This is an optimization exercise on Yosys and OpenROAD, whose aim is small area and a short achievable clock period, not a production implementation. RTL that was checked went through simulation tests only; none was proved equivalent to the original. No activity file was given, so power comes from the tool's default toggle rates.

## NEURON
module NEURON(Clock, SignA, SignB, SignC, SignD, ExponentA, ExponentB, ExponentC, ExponentD, MantissaA, MantissaB, MantissaC, MantissaD, SignOut, ExponentOut, MantissaOut, SignOut1, ExponentOut1, MantissaOut1, SignOut2, ExponentOut2, MantissaOut2);
input Clock;
input SignA;
input SignB;
input SignC;
input SignD;
input [4:0] ExponentA;
input [4:0] ExponentB;
input [4:0] ExponentC;
input [4:0] ExponentD;
input [5:0] MantissaA;
input [5:0] MantissaB;
input [5:0] MantissaC;
input [5:0] MantissaD;
output SignOut, SignOut1, SignOut2;
output [4:0] ExponentOut, ExponentOut1, ExponentOut2;
output [5:0] MantissaOut, MantissaOut1, MantissaOut2;
wire [5:0] e1, e2;
wire [4:1] k1, k2;
MUL6_HA ea0 (ExponentA[0], ExponentB[0], e1[0], k1[1]);
MUL6_HA ec0 (ExponentC[0], ExponentD[0], e2[0], k2[1]);
genvar i;
generate for (i = 1; i < 5; i = i + 1) begin : eadd
  if (i < 4) begin : mid
    MUL6_FA ea (ExponentA[i], ExponentB[i], k1[i], e1[i], k1[i+1]);
    MUL6_FA ec (ExponentC[i], ExponentD[i], k2[i], e2[i], k2[i+1]);
  end else begin : top
    MUL6_FA ea (ExponentA[i], ExponentB[i], k1[i], e1[i], e1[5]);
    MUL6_FA ec (ExponentC[i], ExponentD[i], k2[i], e2[i], e2[5]);
  end
end endgenerate
reg [5:0] r_ma, r_mb, r_mc, r_md;
reg [5:0] r_e1, r_e2;    
  ...
Size in the first run: ~93 flip-flops, ~85 I/O pins.
==> flow/config.mk <==
export PLATFORM = sky130hd
export DESIGN_NAME = NEURON
export DESIGN_NICKNAME = NEURON
export VERILOG_FILES = /design/flow/design.v
export SDC_FILE = /design/flow/constraint.sdc
export NUM_CORES = 4
export LEC_CHECK = 0
export CAP_MARGIN = 20
export CORE_MARGIN = 2
export CORE_UTILIZATION = 55
export CTS_BUF_LIST = sky130_fd_sc_hd__clkbuf_8
export SLEW_MARGIN = 20
export SYNTH_HIERARCHICAL = 1
export TNS_END_PERCENT = 5
==> flow/constraint.sdc <==
create_clock -name core_clock -period 11.0 [get_ports {Clock}]
set_input_delay 2.2000 -clock core_clock [delete_from_list [all_inputs] [get_ports {Clock}]]
set_output_delay 2.2000 -clock core_clock [all_outputs]
set_load 0.01 [all_outputs]
standard.sh (not shown) runs the stock make flow with config.mk's settings and CLKGATE_MAP_FILE= SYNTH_SCRIPT=/design/flow/synth_recipe.tcl, a recipe that flattens the netlist after the stock synthesis.
==> flow/flow/run.sh <==
#!/bin/bash
# The standard layout, with plain buf_1 cells as port buffers and timing
# repair aiming below the clock period (paths with less than SETUP_SLACK_MARGIN
# ns of slack are repaired).
set -euo pipefail
export BUFFER_PORTS_ARGS="-buffer_cell sky130_fd_sc_hd__buf_1"
export SETUP_SLACK_MARGIN=7.3
bash standard.sh > standard_flow.log 2>&1
Next try:
--- a/flow/design.v
+++ b/flow/design.v
@@ -182,32 +182,31 @@
 wire ge31 = E[5] | &E[4:0];
 wire ge30 = E[5] | &E[4:1];
 wire ge29 = E[5] | (&E[4:2] & (E[1] | E[0]));
 wire ge28 = E[5] | &E[4:2];
 wire e0 = ~|E;
 reg q_s, q_sn, q_zero, q_ge33, q_ge32, q_eq31, q_eq30, q_eq29, q_eq28;
 reg [5:0] q_m;
-reg q_m432, q_m54;      
 reg [4:0] q_e;
 always @(posedge Clock) begin
   q_s <= s;
   q_sn <= ~s;
   q_m <= m;
-  q_m432 <= &m[4:2];
-  q_m54 <= &m[5:4];
   q_e <= E[4:0];
   q_zero <= ~s & e0 & z;
   q_ge33 <= ge33;
   q_ge32 <= ge32;
   q_eq31 <= ge31 & ~ge32;
   q_eq30 <= ge30 & ~ge31;
   q_eq29 <= ge29 & ~ge30;
   q_eq28 <= ge28 & ~ge29;
 end
 wire q_m5 = q_m[5];
+wire q_m432 = &q_m[4:2];
+wire q_m54 = &q_m[5:4];
 wire zero = q_zero;
 wire eq32 = q_ge32 & ~q_ge33;
 reg [4:0] te; reg [5:0] tm;
 always @* begin
   if (zero) begin te = 5'b00000; tm = 6'b000000; end
   else if (q_ge32) begin te = 5'b01111; tm = 6'b000000; end
   else if (q_eq31 & q_m5) begin te = 5'b01110; tm = 6'b111000; end
Synthesized cell count shrinks by 6.3%.
Total power came out lower by 11%.
Critical path depth decreases by 1.
Worst setup slack gets worse by 140 ps.
Via count decreases by 5.2%.
Clock power is about the same.
Final cell count drops by 5.0%.
Clock-buffer cell count rises by 1.
Area after synthesis drops by 4.3%.
Maximum frequency drops by 3.5%.
Clock skew grows by 4.2 ps.
Wire length is lower by 5.3%.
The RTL of the first run of this note was laid out without a check of its function.


== rev 12 ==
RTL: one of the versions met above, not the one the previous note started from.
Size in the first run: ~630 cells after synthesis, about 91 flip-flops, ~85 I/O pins, about 6400 um2 of cells after synthesis.
export LEC_CHECK = 0
export CAP_MARGIN = 20
export CORE_MARGIN = 2
export CORE_UTILIZATION = 65
export CTS_BUF_LIST = sky130_fd_sc_hd__clkbuf_8
export SLEW_MARGIN = 20
export SYNTH_HIERARCHICAL = 1
export TNS_END_PERCENT = 5
create_clock -name core_clock -period 11.0 [get_ports {Clock}]
Scripts as last shown in full above: flow/flow/run.sh
Both conditions hold for rev 12: the flow ran to the end and the final layout passed the timing, DRC and antenna checks.
Relative to rev 12, the following input files were edited for rev 13:
--- a/flow/design.v
+++ b/flow/design.v
@@ -45,19 +45,40 @@
 always @(posedge Clock) begin
   r_ma <= MantissaA; r_mb <= MantissaB; r_mc <= MantissaC; r_md <= MantissaD;
   r_e1 <= e1;
   r_e2 <= e2;
   r_t1 <= SignA ~^ SignB;
   r_t2 <= SignC ~^ SignD;
 end
-wire [6:0] xd = {1'b0, r_e1} + {1'b0, ~r_e2};
+genvar x;
+wire [6:0] xd;
+wire [5:0] ne2 = ~r_e2;
+wire [5:1] xc;
+MUL6_HA xh0 (r_e1[0], ne2[0], xd[0], xc[1]);
+generate for (x = 1; x < 6; x = x + 1) begin : xdr
+  if (x < 5) begin : m
+    MUL6_FA xf (r_e1[x], ne2[x], xc[x], xd[x], xc[x+1]);
+  end else begin : t
+    MUL6_FA xf (r_e1[x], ne2[x], xc[x], xd[x], xd[6]);
+  end
+end endgenerate
 wire e1_gt = xd[6];
 wire e_eq = &xd[5:0];
 wire e2_gt = ~e1_gt & ~e_eq;
-wire [5:0] xd1 = xd[5:0] + 6'd1;
+wire [5:0] xd1;              
+wire [5:1] ic;
+assign xd1[0] = ~xd[0];
+assign ic[1] = xd[0];
+generate for (x = 1; x < 6; x = x + 1) begin : inc
+  if (x < 5) begin : m
+    MUL6_HA ih (xd[x], ic[x], xd1[x], ic[x+1]);
+  end else begin : t
+    assign xd1[x] = xd[x] ^ ic[x];
+  end
+end endgenerate
 wire [5:0] ediff = e1_gt ? xd1 : ~xd[5:0];
 wire [3:0] dsat = ediff[3:0] | {4{ediff[5] | ediff[4]}};
 wire [11:0] p1, p2;
 genvar q, gi, gj;
 generate for (q = 0; q < 2; q = q + 1) begin : mul
   wire [5:0] a = q ? r_mc : r_ma;
   wire [5:0] b = q ? r_md : r_mb;
Fraction of met2 tracks used by global routing delta for rev 13 relative to rev 12: 8.6 points higher
Internal power consumption delta (rev 13 − rev 12): unfavourable
Rev 13 against rev 12; multi-input gate count is down slightly.
Looking at total track usage, rev 13 sits 1.2 points higher than rev 12 does.
Of rev 12 and rev 13, the run reporting the lower pin count of the biggest net entering global routing was rev 13.


The RTL this note starts from:
==> flow/design.v <==
`timescale 1ns / 1ps
module MUL6_FA (input a, input b, input c, output s, output co);
  assign s = a ^ b ^ c;
  assign co = (a & b) | (a & c) | (b & c);
endmodule
module MUL6_HA (input a, input b, output s, output co);
  assign s = a ^ b;
  assign co = a & b;
endmodule
module MUL6 (input [5:0] a, input [5:0] b, output [11:0] p);
  wire [5:0] pp [0:5];
  genvar i, j;
  generate
    for (i = 0; i < 6; i = i + 1) begin : gi
      for (j = 0; j < 6; j = j + 1) begin : gj
        assign pp[i][j] = a[i] & b[j];
      end
    end
  endgenerate
  wire s1_4, c1_4, s1_5a, c1_5a, s1_5b, c1_5b, s1_6a, c1_6a, s1_6b, c1_6b, s1_7, c1_7;
  MUL6_HA h14 (pp[0][4], pp[1][3], s1_4, c1_4);
  MUL6_FA f15 (pp[0][5], pp[1][4], pp[2][3], s1_5a, c1_5a);
  MUL6_HA h15 (pp[3][2], pp[4][1], s1_5b, c1_5b);
  MUL6_FA f16 (pp[1][5], pp[2][4], pp[3][3], s1_6a, c1_6a);
  MUL6_HA h16 (pp[4][2], pp[5][1], s1_6b, c1_6b);
  MUL6_FA f17 (pp[2][5], pp[3][4], pp[4][3], s1_7, c1_7);
  wire s2_3, c2_3, s2_4, c2_4, s2_5, c2_5, s2_6, c2_6, s2_7, c2_7, s2_8, c2_8;
  MUL6_HA h23 (pp[0][3], pp[1][2], s2_3, c2_3);
  MUL6_FA f24 (pp[2][2], pp[3][1], pp[4][0], s2_4, c2_4);
  MUL6_FA f25 (pp[5][0], c1_4, s1_5a, s2_5, c2_5);
  MUL6_FA f26 (c1_5a, c1_5b, s1_6a, s2_6, c2_6);
  MUL6_FA f27 (pp[5][2], c1_6a, c1_6b, s2_7, c2_7);
  MUL6_FA f28 (pp[3][5], pp[4][4], pp[5][3], s2_8, c2_8);
  wire s3_2, c3_2, s3_3, c3_3, s3_4, c3_4, s3_5, c3_5, s3_6, c3_6, s3_7, c3_7, s3_8, c3_8, s3_9, c3_9;
  MUL6_HA h32 (pp[0][2], pp[1][1], s3_2, c3_2);
  MUL6_FA f33 (pp[2][1], pp[3][0], s2_3, s3_3, c3_3);
  MUL6_FA f34 (s1_4, c2_3, s2_4, s3_4, c3_4);
  MUL6_FA f35 (s1_5b, c2_4, s2_5, s3_5, c3_5);
  MUL6_FA f36 (s1_6b, c2_5, s2_6, s3_6, c3_6);
  MUL6_FA f37 (s1_7, c2_6, s2_7, s3_7, c3_7);
  MUL6_FA f38 (c1_7, c2_7, s2_8, s3_8, c3_8);
  MUL6_FA f39 (pp[4][5], pp[5][4], c2_8, s3_9, c3_9);
  wire [11:0] r0 = {1'b0, pp[5][5], s3_9, s3_8, s3_7, s3_6, s3_5, s3_4, s3_3, s3_2, pp[0][1], pp[0][0]};
  wire [11:0] r1 = {1'b0, c3_9, c3_8, c3_7, c3_6, c3_5, c3_4, c3_3, c3_2, pp[2][0], pp[1][0], 1'b0};
  assign p[0] = r0[0];
  assign p[11:1] = r0[11:1] + r1[11:1];
endmodule
`timescale 1ns / 1ps
module NEURON(Clock, SignA, SignB, SignC, SignD, ExponentA, ExponentB, ExponentC, ExponentD, MantissaA, MantissaB, MantissaC, MantissaD, SignOut, ExponentOut, MantissaOut, SignOut1, ExponentOut1, MantissaOut1, SignOut2, ExponentOut2, MantissaOut2);
input Clock;
input SignA;
input SignB;
input SignC;
input SignD;
input [4:0] ExponentA;
input [4:0] ExponentB;
input [4:0] ExponentC;
input [4:0] ExponentD;
input [5:0] MantissaA;
input [5:0] MantissaB;
input [5:0] MantissaC;
input [5:0] MantissaD;
output SignOut, SignOut1, SignOut2;
output [4:0] ExponentOut, ExponentOut1, ExponentOut2;
output [5:0] MantissaOut, MantissaOut1, MantissaOut2;
reg [5:0] r_ma, r_mb, r_mc, r_md;
reg [5:0] r_e1, r_e2;    
reg r_t1, r_t2;          
always @(posedge Clock) begin
  r_ma <= MantissaA; r_mb <= MantissaB; r_mc <= MantissaC; r_md <= MantissaD;
  r_e1 <= ExponentA + ExponentB;
  r_e2 <= ExponentC + ExponentD;
  r_t1 <= SignA ~^ SignB;
  r_t2 <= SignC ~^ SignD;
end
wire [6:0] xd = {1'b0, r_e1} + {1'b0, ~r_e2};
wire [6:0] yd = {1'b0, r_e2} + {1'b0, ~r_e1};
wire e1_gt = xd[6];
wire e2_gt = yd[6];
wire [5:0] ediff = e1_gt ? ~yd[5:0] : ~xd[5:0];
wire [3:0] dsat = ediff[3:0] | {4{ediff[5] | ediff[4]}};
wire [11:0] p1, p2;
MUL6 mul1 (r_ma, r_mb, p1);
MUL6 mul2 (r_mc, r_md, p2);
reg [3:0] r_d;           
reg [11:0] r_p1, r_p2;   
reg [3:0] r_sh1, r_sh2;  
always @(posedge Clock) begin
  r_d <= dsat;
  r_p1 <= p1;
  r_p2 <= p2;
  r_sh1 <= r_d & {4{e2_gt}};
  r_sh2 <= r_d & {4{e1_gt}};
end
wire [11:0] ma = r_p1 >> r_sh1;
wire [11:0] mb = r_p2 >> r_sh2;
wire same = r_t1 ~^ r_t2;
wire inv = ~same;
wire [11:0] bb = mb ^ {12{inv}};
wire [11:0] p = ma ^ bb;
wire [11:0] g = ma & bb;
wire g10 = g[1] | p[1] & g[0],    p10 = p[1] & p[0];
wire g32 = g[3] | p[3] & g[2],    p32 = p[3] & p[2];
wire g54 = g[5] | p[5] & g[4],    p54 = p[5] & p[4];
wire g76 = g[7] | p[7] & g[6],    p76 = p[7] & p[6];
wire g98 = g[9] | p[9] & g[8],    p98 = p[9] & p[8];
wire gba = g[11] | p[11] & g[10], pba = p[11] & p[10];
wire g30 = g32 | p32 & g10,       p30 = p32 & p10;
wire g74 = g76 | p76 & g54,       p74 = p76 & p54;
wire gb8 = gba | pba & g98,       pb8 = pba & p98;
wire g50 = g54 | p54 & g30,       p50 = p54 & p30;
wire g70 = g74 | p74 & g30,       p70 = p74 & p30;
wire gb0 = gb8 | pb8 & g70;        
wire g60 = g[6] | p[6] & g50,     p60 = p[6] & p50;
wire g80 = g[8] | p[8] & g70,     p80 = p[8] & p70;
wire g90 = g98 | p98 & g70,       p90 = p98 & p70;
wire ga0 = g[10] | p[10] & g90,   pa0 = p[10] & p90;
wire ci = inv & gb0;
wire [11:6] cc;
assign cc[6]  = g50 | p50 & ci;
assign cc[7]  = g60 | p60 & ci;
assign cc[8]  = g70 | p70 & ci;
assign cc[9]  = g80 | p80 & ci;
assign cc[10] = g90 | p90 & ci;
assign cc[11] = ga0 | pa0 & ci;
wire flip = inv & ~gb0;
wire [5:0] su = p[11:6] ^ cc[11:6];
wire [5:0] m = su ^ {6{flip}};
wire c = gb0;
wire [11:0] kl = ma | mb;
wire z = inv ? (p50 & p[6] & p[7] & pb8) : (~p[0] & (p[11:1] == kl[10:0]));
wire s = (same | c) ? r_t1 : r_t2;
wire [5:0] E = e1_gt ? r_e1 : r_e2;
wire ge33 = (r_e1[5] & |r_e1[4:0]) | (r_e2[5] & |r_e2[4:0]);
wire ge32 = r_e1[5] | r_e2[5];
wire ge31 = ge32 | (&r_e1[4:0]) | (&r_e2[4:0]);
wire ge30 = ge32 | (&r_e1[4:1]) | (&r_e2[4:1]);
wire ge29 = ge32 | (&r_e1[4:2] & (r_e1[1] | r_e1[0])) | (&r_e2[4:2] & (r_e2[1] | r_e2[0]));
wire ge28 = ge32 | (&r_e1[4:2]) | (&r_e2[4:2]);
wire e0 = ~|{r_e1, r_e2};
reg q_s, q_sn, q_zero, q_ge33, q_ge32, q_eq31, q_eq30, q_eq29, q_eq28;
reg [5:0] q_m;
reg q_m432, q_m54;      
reg [4:0] q_e;
always @(posedge Clock) begin
  q_s <= s;
  q_sn <= ~s;
  q_m <= m;
  q_m432 <= &m[4:2];
  q_m54 <= &m[5:4];
  q_e <= E[4:0];
  q_zero <= ~s & e0 & z;
  q_ge33 <= ge33;
  q_ge32 <= ge32;
  q_eq31 <= ge31 & ~ge32;
  q_eq30 <= ge30 & ~ge31;
  q_eq29 <= ge29 & ~ge30;
  q_eq28 <= ge28 & ~ge29;
end
wire q_m5 = q_m[5];
wire zero = q_zero;
wire eq32 = q_ge32 & ~q_ge33;
reg [4:0] te; reg [5:0] tm;
always @* begin
  if (zero) begin te = 5'b00000; tm = 6'b000000; end
  else if (q_ge32) begin te = 5'b01111; tm = 6'b000000; end
  else if (q_eq31 & q_m5) begin te = 5'b01110; tm = 6'b111000; end
  else if (q_eq31) begin te = 5'b01110; tm = 6'b101100; end
  else if (q_eq30) begin te = 5'b01110; tm = {5'b10000, ~q_s}; end
  else if (q_eq29) begin te = 5'b01101; tm = 6'b011000; end
  else if (q_eq28) begin te = 5'b01100; tm = 6'b011110; end
  else begin te = 5'b01011; tm = 6'b001000; end
end
reg [4:0] se; reg [5:0] sm;
always @* begin
  if (zero) begin se = 5'b01110; sm = 6'b000000; end
  else if (q_sn) begin
    if (q_ge33) begin se = 5'b00000; sm = 6'b000000; end
    else if (eq32) begin se = 5'b01011; sm = 6'b000000; end
    else if (q_eq31 & q_m432) begin se = 5'b01100; sm = 6'b010000; end
    else if ((q_eq30 & q_m54) | q_eq31) begin se = 5'b01101; sm = 6'b000001; end
    else if (q_eq30) begin se = 5'b01101; sm = 6'b011000; end
    else begin se = 5'b01101; sm = 6'b110100; end
  end else begin
    if (q_ge33) begin se = 5'b01111; sm = 6'b000000; end
    else if (eq32) begin se = 5'b01110; sm = 6'b111010; end
    else if (q_eq31 & q_m432) begin se = 5'b01110; sm = 6'b110000; end
    else if ((q_eq30 & q_m54) | q_eq31) begin se = 5'b01110; sm = 6'b100000; end
    else if (q_eq30) begin se = 5'b01110; sm = 6'b010100; end
    else begin se = 5'b01110; sm = 6'b000110; end
  end
end
assign SignOut = q_s;
assign ExponentOut = te;
assign MantissaOut = tm;
assign SignOut1 = 1'b1;
assign ExponentOut1 = se;
assign MantissaOut1 = sm;
assign SignOut2 = q_s;
assign ExponentOut2 = q_s ? q_e : 5'd0;
assign MantissaOut2 = q_s ? q_m : 6'd0;
endmodule
Settings: LEC_CHECK=0, CAP_MARGIN=20, CORE_MARGIN=2, CORE_UTILIZATION=40, SLEW_MARGIN=20; clock period 11.0 ns.
==> flow/flow/run.sh <==
#!/bin/bash
# The standard layout, with plain buf_2 cells as port buffers and timing
# repair aiming below the clock period (paths with less than SETUP_SLACK_MARGIN
# ns of slack are repaired).
set -euo pipefail
export BUFFER_PORTS_ARGS="-buffer_cell sky130_fd_sc_hd__buf_2"
export SETUP_SLACK_MARGIN=7.0
bash standard.sh > standard_flow.log 2>&1
Next try:
--- a/flow/design.v
+++ b/flow/design.v
@@ -136,31 +136,31 @@
 wire ge31 = ge32 | (&r_e1[4:0]) | (&r_e2[4:0]);
 wire ge30 = ge32 | (&r_e1[4:1]) | (&r_e2[4:1]);
 wire ge29 = ge32 | (&r_e1[4:2] & (r_e1[1] | r_e1[0])) | (&r_e2[4:2] & (r_e2[1] | r_e2[0]));
 wire ge28 = ge32 | (&r_e1[4:2]) | (&r_e2[4:2]);
 wire e0 = ~|{r_e1, r_e2};
 reg q_s, q_sn, q_zero, q_ge33, q_ge32, q_eq31, q_eq30, q_eq29, q_eq28;
-reg [5:0] q_m;
-reg q_m432, q_m54;      
-reg [4:0] q_e;
+reg q_m5, q_m432, q_m54;
+reg [5:0] q_rm;
+reg [4:0] q_re;
 always @(posedge Clock) begin
   q_s <= s;
   q_sn <= ~s;
-  q_m <= m;
+  q_rm <= s ? m : 6'd0;
+  q_re <= s ? E[4:0] : 5'd0;
+  q_m5 <= m[5];
   q_m432 <= &m[4:2];
   q_m54 <= &m[5:4];
-  q_e <= E[4:0];
   q_zero <= ~s & e0 & z;
   q_ge33 <= ge33;
   q_ge32 <= ge32;
   q_eq31 <= ge31 & ~ge32;
   q_eq30 <= ge30 & ~ge31;
   q_eq29 <= ge29 & ~ge30;
   q_eq28 <= ge28 & ~ge29;
 end
-wire q_m5 = q_m[5];
 wire zero = q_zero;
 wire eq32 = q_ge32 & ~q_ge33;
 reg [4:0] te; reg [5:0] tm;
 always @* begin
   if (zero) begin te = 5'b00000; tm = 6'b000000; end
   else if (q_ge32) begin te = 5'b01111; tm = 6'b000000; end
@@ -194,9 +194,9 @@
 assign ExponentOut = te;
 assign MantissaOut = tm;
 assign SignOut1 = 1'b1;
 assign ExponentOut1 = se;
 assign MantissaOut1 = sm;
 assign SignOut2 = q_s;
-assign ExponentOut2 = q_s ? q_e : 5'd0;
-assign MantissaOut2 = q_s ? q_m : 6'd0;
-endmodule
+assign ExponentOut2 = q_re;
+assign MantissaOut2 = q_rm;
+endmodule
What happened: Combinational power climbs by about 3%; non-clock buffer count came out higher by 6; cell area is higher by 0.67%; setup slack gains 0.037 ns; sequential share of layout area rises by 0.18 points; wire length shrinks by 0.43%; cell count is higher by 0.81%; synthesized cell count is higher by 0.50%.
No functional check of the RTL was part of the first run of this note.

[what the ideal ports hide]
Ports are ideal in the flow. The routed layouts listed here were re-timed in OpenROAD. Step 1 (the two cells are an assumption about what drives the block):
set clk [get_ports {Clock}]
set_driving_cell -lib_cell sky130_fd_sc_hd__clkbuf_16 $clk
set_driving_cell -lib_cell sky130_fd_sc_hd__buf_2 [delete_from_list [all_inputs] $clk]
Step 2 also shifts input and output timing later by t, the mid clock arrival at the registers, as if the neighbouring blocks saw the same clock. Three values: ideal, step 1, step 2; two values: the first two.
run | shift t [ns] | slack for setup (ns) | clock arrival spread, ns | worst data-port slew with drivers (ns)
the first run of note 1 | 0.400 | 7.306 / 7.272 / 6.924 | 0.013 / 0.013 | 0.04
the second run of note 1 | 0.401 | 7.171 / 7.135 / 6.924 | 0.016 / 0.016 | 0.03
rev 12 | 0.398 | 7.191 / 7.157 / 6.913 | 0.011 / 0.011 | 0.03
rev 13 | 0.401 | 7.179 / 7.143 / 6.910 | 0.011 / 0.010 | 0.03
the first run of note 3 | 0.382 | 7.161 / 7.121 / 7.331 | 0.008 / 0.008 | 0.03
the second run of note 3 | 0.388 | 7.198 / 7.159 / 7.235 | 0.015 / 0.015 | 0.03
After both steps every run listed still meets setup and hold. The setup slack of the first run of note 1, which loses most, moves by -0.034 ns with the drivers and by -0.382 ns with both steps.
